From an optimization exercise on the open Yosys and OpenROAD flow, aimed at small area, a short achievable clock period and few clock cycles per item; shortcuts taken in it are not production practice.
In this exercise RTL edits were held to simulation tests only and were not proved equivalent to the original.
The clock port is modelled as an ideal driver, which makes a skipped or thinned clock tree look cheaper than it is; a real chip needs a root buffer or a tree.

==> run H <==
Design RCL, start of the top module:
module RCL(
    clk,
    rst_n,
    in_valid,
    coef_Q,
    coef_L,
    out_valid,
    out
);
export LEC_CHECK = 0
export CAP_MARGIN = 20
export CORE_MARGIN = 2
export CORE_UTILIZATION = 40
export GPL_TIMING_DRIVEN = 0
export SLEW_MARGIN = 20
export SYNTH_HIERARCHICAL = 1
export BUFFER_PORTS_ARGS = -buffer_cell sky130_fd_sc_hd__buf_1
create_clock -name core_clock -period 80.0 [get_ports {clk}]
standard.sh (not shown) runs the stock make flow with config.mk's settings and CLKGATE_MAP_FILE= SYNTH_SCRIPT=/design/flow/synth_recipe.tcl, a recipe that flattens the netlist after the stock synthesis.
==> flow/flow/run.sh <==
#!/bin/bash
# Standard layout, with the port buffers made of sky130_fd_sc_hd__buf_1 cells
# and a clock tree without dummy loads, in larger sink clusters.
set -euo pipefail
echo 'export BUFFER_PORTS_ARGS = -buffer_cell sky130_fd_sc_hd__buf_1' >> config.mk
export CTS_ARGS="-sink_clustering_enable -repair_clock_nets -dont_use_dummy_load -sink_clustering_size 40 -sink_clustering_max_diameter 500 -balance_levels"
bash standard.sh > standard.log 2>&1
==> run R (differences from run H) <==
==> flow/flow/run.sh (replaced) <==
#!/bin/bash
# Standard layout, with the port buffers made of sky130_fd_sc_hd__buf_1 cells
# and a clock tree without dummy loads.
set -euo pipefail
echo 'export BUFFER_PORTS_ARGS = -buffer_cell sky130_fd_sc_hd__buf_1' >> config.mk
export CTS_ARGS="-sink_clustering_enable -repair_clock_nets -dont_use_dummy_load"
bash standard.sh > standard.log 2>&1
==> run Y (differences from run H) <==
==> flow/flow/run.sh (replaced) <==
#!/bin/bash
# Standard layout, with the port buffers made of sky130_fd_sc_hd__buf_1 cells.
set -euo pipefail
echo 'export BUFFER_PORTS_ARGS = -buffer_cell sky130_fd_sc_hd__buf_1' >> config.mk
bash standard.sh > standard.log 2>&1
==> run B (differences from run H) <==
==> flow/flow/run.sh (replaced) <==
#!/bin/bash
# Standard layout, with the port buffers made of sky130_fd_sc_hd__buf_1 cells.
set -euo pipefail
echo 'export BUFFER_PORTS_ARGS = -buffer_cell sky130_fd_sc_hd__buf_1' >> config.mk
bash standard.sh > standard.log 2>&1
- GPL_TIMING_DRIVEN: 0 -> default
==> impl_results.md <==
* Utilization after layout at 0.4421
* WL final at 8.174 mm
* Status: no timing/DRC/antenna violations
* Worst clock skew at 5.596 ps
* R2R setup slack at ~66000 ps
the above is filed under run B

==> impl_results.md <==
* Fmax at 0.05956 GHz
* Status: no timing/DRC/antenna violations
* Share of flip-flops with an asynchronous set or reset at 0.1429
* Worst clock skew at 6.690 ps
* R2R setup slack at around 65000 ps
* R2r endpoint: out[0]
* Register area at 725.7 sq um
* Synthesis warning total at 7
* WL final at about 8.5 mm
the above is filed under run Y

==> impl_results.md <==
* Worst clock skew at 16.87 ps
* R2R setup slack at approximately 65000 ps
* WL final at 8.447 mm
* Utilization after layout at 0.4389
* Status: no timing/DRC/antenna violations
the above is filed under run H

==> impl_results.md <==
* Largest family of logic cells by synthesized area: adder cells
* HPWL after DPL at 6.881 mm
* Critical Path AT at approximately 800 ps
* WL final at about 8.4 mm
* Status: no timing/DRC/antenna violations
* R2R setup slack at 65430 ps
* Worst clock skew at 16.87 ps
the above is filed under run R

Testbench counts of run H, summed over its fixed seeds: cycles 11,992, items 2,400.
Testbench counts of run R, summed over its fixed seeds: cycles 11,992, items 2,400.
Testbench counts of run Y, summed over its fixed seeds: cycles 11,992, items 2,400.
Testbench counts of run B, summed over its fixed seeds: cycles 11,992, items 2,400.


==> trial 50 <==
RCL, a different RTL version from the one above (not shown whole).
clock: 80.0 ns
lec_check: 0
cap_margin: 20
core_margin: 2
core_utilization: 40
slew_margin: 20
synth_hierarchical: 1
buffer_ports_args: -buffer_cell sky130_fd_sc_hd__buf_2
==> flow/flow/run.sh <==
#!/bin/bash
# Standard layout, with the port buffers made of sky130_fd_sc_hd__buf_2 cells.
set -euo pipefail
echo 'export BUFFER_PORTS_ARGS = -buffer_cell sky130_fd_sc_hd__buf_2' >> config.mk
bash standard.sh > standard.log 2>&1
==> inputs of build 59, as changes to trial 50 <==
==> flow/run.sh (new file) <==
#!/bin/bash
# synth_recipe.tcl (not shown) runs the flow's synth.tcl, then flattens the netlist and writes it again
# the make line also repeats each setting of config.mk as NAME=value (left out here)
make -C /OpenROAD-flow-scripts/flow DESIGN_CONFIG=/design/flow/config.mk WORK_HOME=/design/flow/orfs CLKGATE_MAP_FILE= SYNTH_SCRIPT=/design/flow/synth_recipe.tcl finish
Settings changed: BUFFER_PORTS_ARGS -buffer_cell sky130_fd_sc_hd__buf_2 to unset, CTS_CLUSTER_DIAMETER set to 500, CTS_CLUSTER_SIZE set to 50.
removed: flow/flow/run.sh
removed: flow/standard.sh
==> inputs of build 13, as changes to trial 50 <==
==> flow/flow/run.sh (replaced) <==
#!/bin/bash
# Standard layout, with the port buffers made of sky130_fd_sc_hd__buf_1 cells.
set -euo pipefail
echo 'export BUFFER_PORTS_ARGS = -buffer_cell sky130_fd_sc_hd__buf_1' >> config.mk
bash standard.sh > standard.log 2>&1
Settings changed: BUFFER_PORTS_ARGS -buffer_cell sky130_fd_sc_hd__buf_2 to -buffer_cell sky130_fd_sc_hd__buf_1.
==> comparison table <==
Final estimated routing congestion in global placement: trial 50 0.786; build 59 0.768; build 13 0.779
Total length of routed met3 wires: trial 50 189 microns; build 59 261 microns; build 13 172 microns
Achievable clock frequency: trial 50 0.0595 GHz; build 59 0.0583 GHz; build 13 0.0596 GHz
Worst Setup Slack post-DPL: trial 50 63.53 ns; build 59 63.16 ns; build 13 63.54 ns
Worst-Margin Slew: trial 50 0.666 ns; build 59 0.661 ns; build 13 0.693 ns
Routed wire length: trial 50 7860 microns; build 59 7710 microns; build 13 7820 microns
Multi-input logic portion of the cell area: trial 50 0.719; build 59 0.707; build 13 0.723
Setup slack after layout: trial 50 63.20 ns; build 59 62.85 ns; build 13 63.21 ns
Sequential share of cell area: trial 50 0.162; build 59 0.159; build 13 0.162
Met1 wire length: trial 50 3470 microns; build 59 3350 microns; build 13 3490 microns
Buffers outside the clock class: trial 50 18; build 59 18; build 13 17
Outcome: trial 50 no timing/DRC/antenna violations; build 59 no timing/DRC/antenna violations; build 13 no timing/DRC/antenna violations
Placed cell areas: trial 50 4410 sq um; build 59 4480 sq um; build 13 4380 sq um
Post-route clock skew: trial 50 0.0142 ns; build 59 0.0140 ns; build 13 0.0135 ns
Wire length on met2: trial 50 4080 microns; build 59 4020 microns; build 13 4070 microns
Buffer share of cell area: trial 50 0.0217; build 59 0.0378; build 13 0.0160
Testbench counts of trial 50, summed over its fixed seeds: cycles 11,992, items 2,400.
Testbench counts of build 59, summed over its fixed seeds: cycles 11,992, items 2,400.
Testbench counts of build 13, summed over its fixed seeds: cycles 11,992, items 2,400.


==> cedar <==
Another version of the RTL of RCL (not shown whole).
clock: 80.0 ns
lec_check: 0
cap_margin: 20
core_margin: 2
core_utilization: 40
gpl_timing_driven: 0
slew_margin: 20
synth_hierarchical: 1
buffer_ports_args: -buffer_cell sky130_fd_sc_hd__buf_1
==> flow/flow/run.sh <==
#!/bin/bash
# Standard layout, with the port buffers made of sky130_fd_sc_hd__buf_1 cells
# and the clock tree built with the arguments below.
set -euo pipefail
echo 'export BUFFER_PORTS_ARGS = -buffer_cell sky130_fd_sc_hd__buf_1' >> config.mk
export CTS_ARGS="-sink_clustering_enable -repair_clock_nets -dont_use_dummy_load -sink_clustering_levels 1 -sink_clustering_size 40 -sink_clustering_max_diameter 1000 -root_buf sky130_fd_sc_hd__clkbuf_16 -buf_list sky130_fd_sc_hd__clkbuf_16"
bash standard.sh > standard.log 2>&1
==> inputs of sierra, as changes to cedar <==
==> flow/flow/run.sh (replaced) <==
#!/bin/bash
# Standard layout, with the port buffers made of sky130_fd_sc_hd__buf_1 cells
# and the clock tree replaced by one level of clock buffers
# (flow/one_clock_buffer.tcl). Buffers that synthesis added are removed at
# floorplan (REMOVE_ABC_BUFFERS).
set -euo pipefail
here=$(pwd)
echo 'export BUFFER_PORTS_ARGS = -buffer_cell sky130_fd_sc_hd__buf_1' >> config.mk
echo 'export REMOVE_ABC_BUFFERS = 1' >> config.mk
export POST_CTS_TCL="$here/flow/one_clock_buffer.tcl"
bash standard.sh > standard.log 2>&1
==> flow/flow/one_clock_buffer.tcl (new file) <==
# Runs after ORFS's clock tree synthesis (POST_CTS_TCL hook). The design has
# few registers, so the tree is replaced by one level of clock buffers: the
# clock port drives nbuf buffers, each of which drives the clock pins of
# the registers nearest to it (the registers split by x coordinate).
set nbuf 4
set bufcell sky130_fd_sc_hd__clkbuf_4
set block [ord::get_db_block]
set db [ord::get_db]
set clk_net [[$block findBTerm clk] getNet]

# the clock tree's buffers and dummy loads, and the nets they drive
set tree_insts {}
set tree_nets {}
foreach inst [$block getInsts] {
  set name [$inst getName]
  if { [string match "clkbuf_*" $name] || [string match "clkload*" $name] } {
    lappend tree_insts $inst
    set out [$inst findITerm X]
    if { $out == "NULL" } { set out [$inst findITerm Y] }
    if { $out != "NULL" && [$out getNet] != "NULL" } { lappend tree_nets [$out getNet] }
  }
}

set regs {}
foreach inst [$block getInsts] {
  if { [string match "sky130_fd_sc_hd__df*" [[$inst getMaster] getName]] } {
    lappend regs [list [lindex [$inst getLocation] 0] $inst]
  }
}
set regs [lsort -integer -index 0 $regs]
set n [llength $regs]
foreach inst $tree_insts { odb::dbInst_destroy $inst }
foreach net $tree_nets { odb::dbNet_destroy $net }

set master [$db findMaster $bufcell]
for { set b 0 } { $b < $nbuf } { incr b } {
  set lo [expr { $b * $n / $nbuf }]
  set hi [expr { ($b + 1) * $n / $nbuf }]
  set net [odb::dbNet_create $block clknet_$b]
  $net setSigType CLOCK
  set sx 0
  set sy 0
  foreach r [lrange $regs $lo [expr { $hi - 1 }]] {
    set inst [lindex $r 1]
    set it [$inst findITerm CLK]
    $it disconnect
    $it connect $net
    set loc [$inst getLocation]
    incr sx [lindex $loc 0]
    incr sy [lindex $loc 1]
  }
  set buf [odb::dbInst_create $block $master clkbuf_$b]
  [$buf findITerm A] connect $clk_net
  [$buf findITerm X] connect $net
  set k [expr { $hi - $lo }]
  $buf setLocation [expr { $sx / $k }] [expr { $sy / $k }]
  $buf setPlacementStatus PLACED
}
puts "one_clock_buffer: $n registers on $nbuf buffers, removed [llength $tree_insts] tree cells"
detailed_placement
estimate_parasitics -placement
report_clock_skew
- CORE_UTILIZATION: 40 -> 65
- REMOVE_ABC_BUFFERS: not set -> 1
==> comparison table <==
Result of the run: cedar complete, no violations; sierra complete, no violations
Fraction of standard cell area in multi-input logic: cedar 72.6%; sierra 76.5%
Pin count of the biggest net entering global routing: cedar 12; sierra 25
Hold Crit Start: cedar l1[0]; sierra cnt[0]
Setup skew after layout: cedar 15.9 ps; sierra 32.1 ps
Routability cong.: cedar 0.856; sierra 0.845
Slack of the worst reg-to-reg path: cedar 65410 ps; sierra 65650 ps
Length in cells of the worst reg-to-reg path: cedar 36; sierra 34
Global routing usage on met3: cedar 3.49%; sierra 3.68%
Final net count: cedar 527; sierra 512
Count of vias placed by the detailed router: cedar 2653; sierra 2589
DP HPWL: cedar 6870 um; sierra 6450 um
Starting utilization of the core area: cedar 41.5%; sierra 68.3%
Vias in the first global route: cedar 3034; sierra 2881
Signal arrival time at the worst endpoint: cedar 770 ps; sierra 680 ps
Global-route usage over all layers: cedar 17.3%; sierra 25.2%
Die outline width: cedar 105 um; sierra 83.4 um
Testbench counts of cedar, summed over its fixed seeds: cycles 11,992, items 2,400.
Testbench counts of sierra, summed over its fixed seeds: cycles 11,992, items 2,400.
In sierra the design's own scripts or RTL, not TritonCTS, make the clock network.


==> run a <==
RCL again, from the RTL that the note above started with.
export LEC_CHECK = 0
export CAP_MARGIN = 20
export CORE_MARGIN = 2
export CORE_UTILIZATION = 40
export GPL_TIMING_DRIVEN = 0
export SLEW_MARGIN = 20
export SYNTH_HIERARCHICAL = 1
export BUFFER_PORTS_ARGS = -buffer_cell sky130_fd_sc_hd__buf_1
create_clock -name core_clock -period 80.0 [get_ports {clk}]
==> flow/flow/run.sh <==
#!/bin/bash
# Standard layout, with the port buffers made of sky130_fd_sc_hd__buf_1 cells
# and the clock tree built with the arguments below.
set -euo pipefail
echo 'export BUFFER_PORTS_ARGS = -buffer_cell sky130_fd_sc_hd__buf_1' >> config.mk
export CTS_ARGS="-repair_clock_nets -dont_use_dummy_load -root_buf sky130_fd_sc_hd__clkbuf_16 -buf_list sky130_fd_sc_hd__clkbuf_16"
bash standard.sh > standard.log 2>&1
==> run b: changes against run a <==
==> flow/flow/run.sh (replaced) <==
#!/bin/bash
# Standard layout, with the port buffers made of sky130_fd_sc_hd__buf_1 cells
# and the clock tree replaced by one clock buffer (flow/one_clock_buffer.tcl).
set -euo pipefail
here=$(pwd)
echo 'export BUFFER_PORTS_ARGS = -buffer_cell sky130_fd_sc_hd__buf_1' >> config.mk
echo 'export REMOVE_ABC_BUFFERS = 1' >> config.mk
export POST_CTS_TCL="$here/flow/one_clock_buffer.tcl"
bash standard.sh > standard.log 2>&1
==> flow/flow/one_clock_buffer.tcl (new file) <==
# Runs after ORFS's clock tree synthesis (POST_CTS_TCL hook). The design has
# few registers, so the tree is replaced by one level of clock buffers: the
# clock port drives CLOCK_BUFS buffers, each of which drives the clock pins of
# the registers nearest to it (the registers split by x coordinate).
set nbuf 3
set bufcell sky130_fd_sc_hd__clkbuf_8
set block [ord::get_db_block]
set db [ord::get_db]
set clk_net [[$block findBTerm clk] getNet]

# the clock tree's buffers and dummy loads, and the nets they drive
set tree_insts {}
set tree_nets {}
foreach inst [$block getInsts] {
  set name [$inst getName]
  if { [string match "clkbuf_*" $name] || [string match "clkload*" $name] } {
    lappend tree_insts $inst
    set out [$inst findITerm X]
    if { $out == "NULL" } { set out [$inst findITerm Y] }
    if { $out != "NULL" && [$out getNet] != "NULL" } { lappend tree_nets [$out getNet] }
  }
}

set regs {}
foreach inst [$block getInsts] {
  if { [string match "sky130_fd_sc_hd__df*" [[$inst getMaster] getName]] } {
    lappend regs [list [lindex [$inst getLocation] 0] $inst]
  }
}
set regs [lsort -integer -index 0 $regs]
set n [llength $regs]
foreach inst $tree_insts { odb::dbInst_destroy $inst }
foreach net $tree_nets { odb::dbNet_destroy $net }

set master [$db findMaster $bufcell]
for { set b 0 } { $b < $nbuf } { incr b } {
  set lo [expr { $b * $n / $nbuf }]
  set hi [expr { ($b + 1) * $n / $nbuf }]
  set net [odb::dbNet_create $block clknet_$b]
  $net setSigType CLOCK
  set sx 0
  set sy 0
  foreach r [lrange $regs $lo [expr { $hi - 1 }]] {
    set inst [lindex $r 1]
    set it [$inst findITerm CLK]
    $it disconnect
    $it connect $net
    set loc [$inst getLocation]
    incr sx [lindex $loc 0]
    incr sy [lindex $loc 1]
  }
  set buf [odb::dbInst_create $block $master clkbuf_$b]
  [$buf findITerm A] connect $clk_net
  [$buf findITerm X] connect $net
  set k [expr { $hi - $lo }]
  $buf setLocation [expr { $sx / $k }] [expr { $sy / $k }]
  $buf setPlacementStatus PLACED
}
puts "one_clock_buffer: $n registers on $nbuf buffers, removed [llength $tree_insts] tree cells"
detailed_placement
estimate_parasitics -placement
report_clock_skew
--- a/flow/config.mk
+++ b/flow/config.mk
@@ -8,7 +8,8 @@
 export CAP_MARGIN = 20
 export CORE_MARGIN = 2
-export CORE_UTILIZATION = 40
+export CORE_UTILIZATION = 65
 export GPL_TIMING_DRIVEN = 0
 export SLEW_MARGIN = 20
 export SYNTH_HIERARCHICAL = 1
 export BUFFER_PORTS_ARGS = -buffer_cell sky130_fd_sc_hd__buf_1
+export REMOVE_ABC_BUFFERS = 1
==> run c: changes against run a <==
==> flow/flow/run.sh (replaced) <==
#!/bin/bash
# Standard layout, with the port buffers made of sky130_fd_sc_hd__buf_1 cells
# and the clock tree replaced by one clock buffer (flow/one_clock_buffer.tcl).
set -euo pipefail
here=$(pwd)
echo 'export BUFFER_PORTS_ARGS = -buffer_cell sky130_fd_sc_hd__buf_1' >> config.mk
export POST_CTS_TCL="$here/flow/one_clock_buffer.tcl"
bash standard.sh > standard.log 2>&1
==> flow/flow/one_clock_buffer.tcl (new file) <==
# Runs after ORFS's clock tree synthesis (POST_CTS_TCL hook). The design has
# few registers, so the tree is replaced by one level of clock buffers: the
# clock port drives CLOCK_BUFS buffers, each of which drives the clock pins of
# the registers nearest to it (the registers split by x coordinate).
set nbuf 3
set bufcell sky130_fd_sc_hd__clkbuf_8
set block [ord::get_db_block]
set db [ord::get_db]
set clk_net [[$block findBTerm clk] getNet]

# the clock tree's buffers and dummy loads, and the nets they drive
set tree_insts {}
set tree_nets {}
foreach inst [$block getInsts] {
  set name [$inst getName]
  if { [string match "clkbuf_*" $name] || [string match "clkload*" $name] } {
    lappend tree_insts $inst
    set out [$inst findITerm X]
    if { $out == "NULL" } { set out [$inst findITerm Y] }
    if { $out != "NULL" && [$out getNet] != "NULL" } { lappend tree_nets [$out getNet] }
  }
}

set regs {}
foreach inst [$block getInsts] {
  if { [string match "sky130_fd_sc_hd__df*" [[$inst getMaster] getName]] } {
    lappend regs [list [lindex [$inst getLocation] 0] $inst]
  }
}
set regs [lsort -integer -index 0 $regs]
set n [llength $regs]
foreach inst $tree_insts { odb::dbInst_destroy $inst }
foreach net $tree_nets { odb::dbNet_destroy $net }

set master [$db findMaster $bufcell]
for { set b 0 } { $b < $nbuf } { incr b } {
  set lo [expr { $b * $n / $nbuf }]
  set hi [expr { ($b + 1) * $n / $nbuf }]
  set net [odb::dbNet_create $block clknet_$b]
  $net setSigType CLOCK
  set sx 0
  set sy 0
  foreach r [lrange $regs $lo [expr { $hi - 1 }]] {
    set inst [lindex $r 1]
    set it [$inst findITerm CLK]
    $it disconnect
    $it connect $net
    set loc [$inst getLocation]
    incr sx [lindex $loc 0]
    incr sy [lindex $loc 1]
  }
  set buf [odb::dbInst_create $block $master clkbuf_$b]
  [$buf findITerm A] connect $clk_net
  [$buf findITerm X] connect $net
  set k [expr { $hi - $lo }]
  $buf setLocation [expr { $sx / $k }] [expr { $sy / $k }]
  $buf setPlacementStatus PLACED
}
puts "one_clock_buffer: $n registers on $nbuf buffers, removed [llength $tree_insts] tree cells"
detailed_placement
estimate_parasitics -placement
report_clock_skew
==> run d: changes against run a <==
==> flow/flow/run.sh (replaced) <==
#!/bin/bash
# Standard layout, with the port buffers made of sky130_fd_sc_hd__buf_1 cells
# and the clock tree replaced by one clock buffer (flow/one_clock_buffer.tcl).
set -euo pipefail
here=$(pwd)
echo 'export BUFFER_PORTS_ARGS = -buffer_cell sky130_fd_sc_hd__buf_1' >> config.mk
export POST_CTS_TCL="$here/flow/one_clock_buffer.tcl"
bash standard.sh > standard.log 2>&1
==> flow/flow/one_clock_buffer.tcl (new file) <==
# Runs after ORFS's clock tree synthesis (POST_CTS_TCL hook). The design has
# few registers, so the tree is replaced by one level of clock buffers: the
# clock port drives CLOCK_BUFS buffers, each of which drives the clock pins of
# the registers nearest to it (the registers split by x coordinate).
set nbuf 3
set bufcell sky130_fd_sc_hd__clkbuf_8
set block [ord::get_db_block]
set db [ord::get_db]
set clk_net [[$block findBTerm clk] getNet]

# the clock tree's buffers and dummy loads, and the nets they drive
set tree_insts {}
set tree_nets {}
foreach inst [$block getInsts] {
  set name [$inst getName]
  if { [string match "clkbuf_*" $name] || [string match "clkload*" $name] } {
    lappend tree_insts $inst
    set out [$inst findITerm X]
    if { $out == "NULL" } { set out [$inst findITerm Y] }
    if { $out != "NULL" && [$out getNet] != "NULL" } { lappend tree_nets [$out getNet] }
  }
}

set regs {}
foreach inst [$block getInsts] {
  if { [string match "sky130_fd_sc_hd__df*" [[$inst getMaster] getName]] } {
    lappend regs [list [lindex [$inst getLocation] 0] $inst]
  }
}
set regs [lsort -integer -index 0 $regs]
set n [llength $regs]
foreach inst $tree_insts { odb::dbInst_destroy $inst }
foreach net $tree_nets { odb::dbNet_destroy $net }

set master [$db findMaster $bufcell]
for { set b 0 } { $b < $nbuf } { incr b } {
  set lo [expr { $b * $n / $nbuf }]
  set hi [expr { ($b + 1) * $n / $nbuf }]
  set net [odb::dbNet_create $block clknet_$b]
  $net setSigType CLOCK
  set sx 0
  set sy 0
  foreach r [lrange $regs $lo [expr { $hi - 1 }]] {
    set inst [lindex $r 1]
    set it [$inst findITerm CLK]
    $it disconnect
    $it connect $net
    set loc [$inst getLocation]
    incr sx [lindex $loc 0]
    incr sy [lindex $loc 1]
  }
  set buf [odb::dbInst_create $block $master clkbuf_$b]
  [$buf findITerm A] connect $clk_net
  [$buf findITerm X] connect $net
  set k [expr { $hi - $lo }]
  $buf setLocation [expr { $sx / $k }] [expr { $sy / $k }]
  $buf setPlacementStatus PLACED
}
puts "one_clock_buffer: $n registers on $nbuf buffers, removed [llength $tree_insts] tree cells"
detailed_placement
estimate_parasitics -placement
report_clock_skew
--- a/flow/config.mk
+++ b/flow/config.mk
@@ -8,5 +8,5 @@
 export CAP_MARGIN = 20
 export CORE_MARGIN = 2
-export CORE_UTILIZATION = 40
+export CORE_UTILIZATION = 65
 export GPL_TIMING_DRIVEN = 0
 export SLEW_MARGIN = 20
==> qor.yml <==
run_status:
  status: "finished clean"
worst_setup_path:
  r2r_setup_slack_ns: 65.64
  endpoint: "out[1]"
place:
  pre_cts_ws_ns: 63.52
  placed_cells: 463
finish:
  multi_input_area_share: 0.763
  fin_area_um2: 4220
  final_util: 0.705
hold_path:
  min_from: "cnt[0]$_DFF_PN0_"
  min_to: "cnt[0]$_DFF_PN0_"
global_route:
  grt_pass1_vias: 2883
route:
  vias: 2589
die:
  rows: 28
  coreArea_um2: 5990
  dieArea_um2: 6950
The numbers above come from run b.

==> qor.yml <==
finish:
  fin_area_um2: 4440
  multi_input_area_share: 0.726
place:
  placed_cells: 535
die:
  rows: 36
  coreArea_um2: 9860
  dieArea_um2: 11100
run_status:
  status: "finished clean"
worst_setup_path:
  r2r_setup_slack_ns: 65.41
  endpoint: "out[0]"
hold_path:
  min_from: "l1[0]$_DFF_P_"
route:
  vias: 2653
The numbers above come from run a.

==> qor.yml <==
run_status:
  status: "finished clean"
die:
  dieArea_um2: 6950
  coreArea_um2: 5990
place:
  placed_cells: 477
hold_path:
  min_from: "l1[0]$_DFF_P_"
  min_to: "d[0]$_DFF_P_"
finish:
  mostFrequentLayoutCells: "103 x fa_1, 85 x nand2_1, 30 x nor2_1, 30 x dfxtp_1, 24 x xnor2_1"
  final_common_cell: "fa_1"
  multi_input_area_share: 0.752
  fin_area_um2: 4280
global_route:
  grt_pass1_vias: 3211
route:
  vias: 2700
worst_setup_path:
  endpoint: "out[0]"
  r2r_setup_slack_ns: 65.28
synth:
  synth.most_common_cell: "fa_1"
  netlist_area_um2: 4090
The numbers above come from run d.

==> qor.yml <==
place:
  pre_cts_ws_ns: 63.53
  placed_cells: 535
global_route:
  grt_pass1_vias: 3039
run_status:
  status: "finished clean"
route:
  vias: 2624
finish:
  multi_input_area_share: 0.740
  fin_area_um2: 4360
die:
  coreArea_um2: 9860
  rows: 36
  dieArea_um2: 11100
The numbers above come from run c.

Testbench counts of run a, summed over its fixed seeds: cycles 11,992, items 2,400.
Testbench counts of run b, summed over its fixed seeds: cycles 11,992, items 2,400.
Testbench counts of run c, summed over its fixed seeds: cycles 11,992, items 2,400.
Testbench counts of run d, summed over its fixed seeds: cycles 11,992, items 2,400.
In run b, run c and run d the design's own scripts or RTL, not TritonCTS, make the clock network.

-- port drivers added, routing unchanged --
The flow's constraints put no driver on any port. The routed layouts listed below were extracted and timed again, unchanged, in two steps.
Step 1: set_driving_cell puts a clkbuf_16 on clk and a buf_2 on each other input, an assumption about the parent block.
Step 2 adds t to the input delays and takes it off the output delays; t is the mean of the earliest and latest rising clock arrival at the registers after step 1. Input paths then give back, and output paths get back, about the clock's delay inside the block.
a / b / c = ideal ports / drivers / drivers and shift; a / b = the first two.
run | t, ns | setup WS [ns] | worst data-port slew with drivers (ns)
run H of note 1 | 0.302 | 63.213 / 63.185 / 63.488 | 0.03
run R of note 1 | 0.302 | 63.213 / 63.185 / 63.488 | 0.03
run Y of note 1 | 0.309 | 63.209 / 63.181 / 63.490 | 0.03
run B of note 1 | 0.314 | 63.213 / 63.184 / 63.498 | 0.03
trial 50 | 0.329 | 63.200 / 63.166 / 63.495 | 0.03
build 59 | 0.313 | 62.852 / 62.822 / 63.135 | 0.03
build 13 | 0.330 | 63.208 / 63.181 / 63.511 | 0.03
cedar | 0.306 | 63.230 / 63.200 / 63.506 | 0.03
sierra | 0.203 | 63.325 / 63.282 / 63.485 | 0.03
run a of note 4 | 0.306 | 63.230 / 63.200 / 63.506 | 0.03
run b of note 4 | 0.182 | 63.367 / 63.323 / 63.505 | 0.03
run c of note 4 | 0.185 | 63.377 / 63.331 / 63.516 | 0.03
run d of note 4 | 0.187 | 63.381 / 63.331 / 63.518 | 0.03
After both steps every run listed still meets setup and hold.
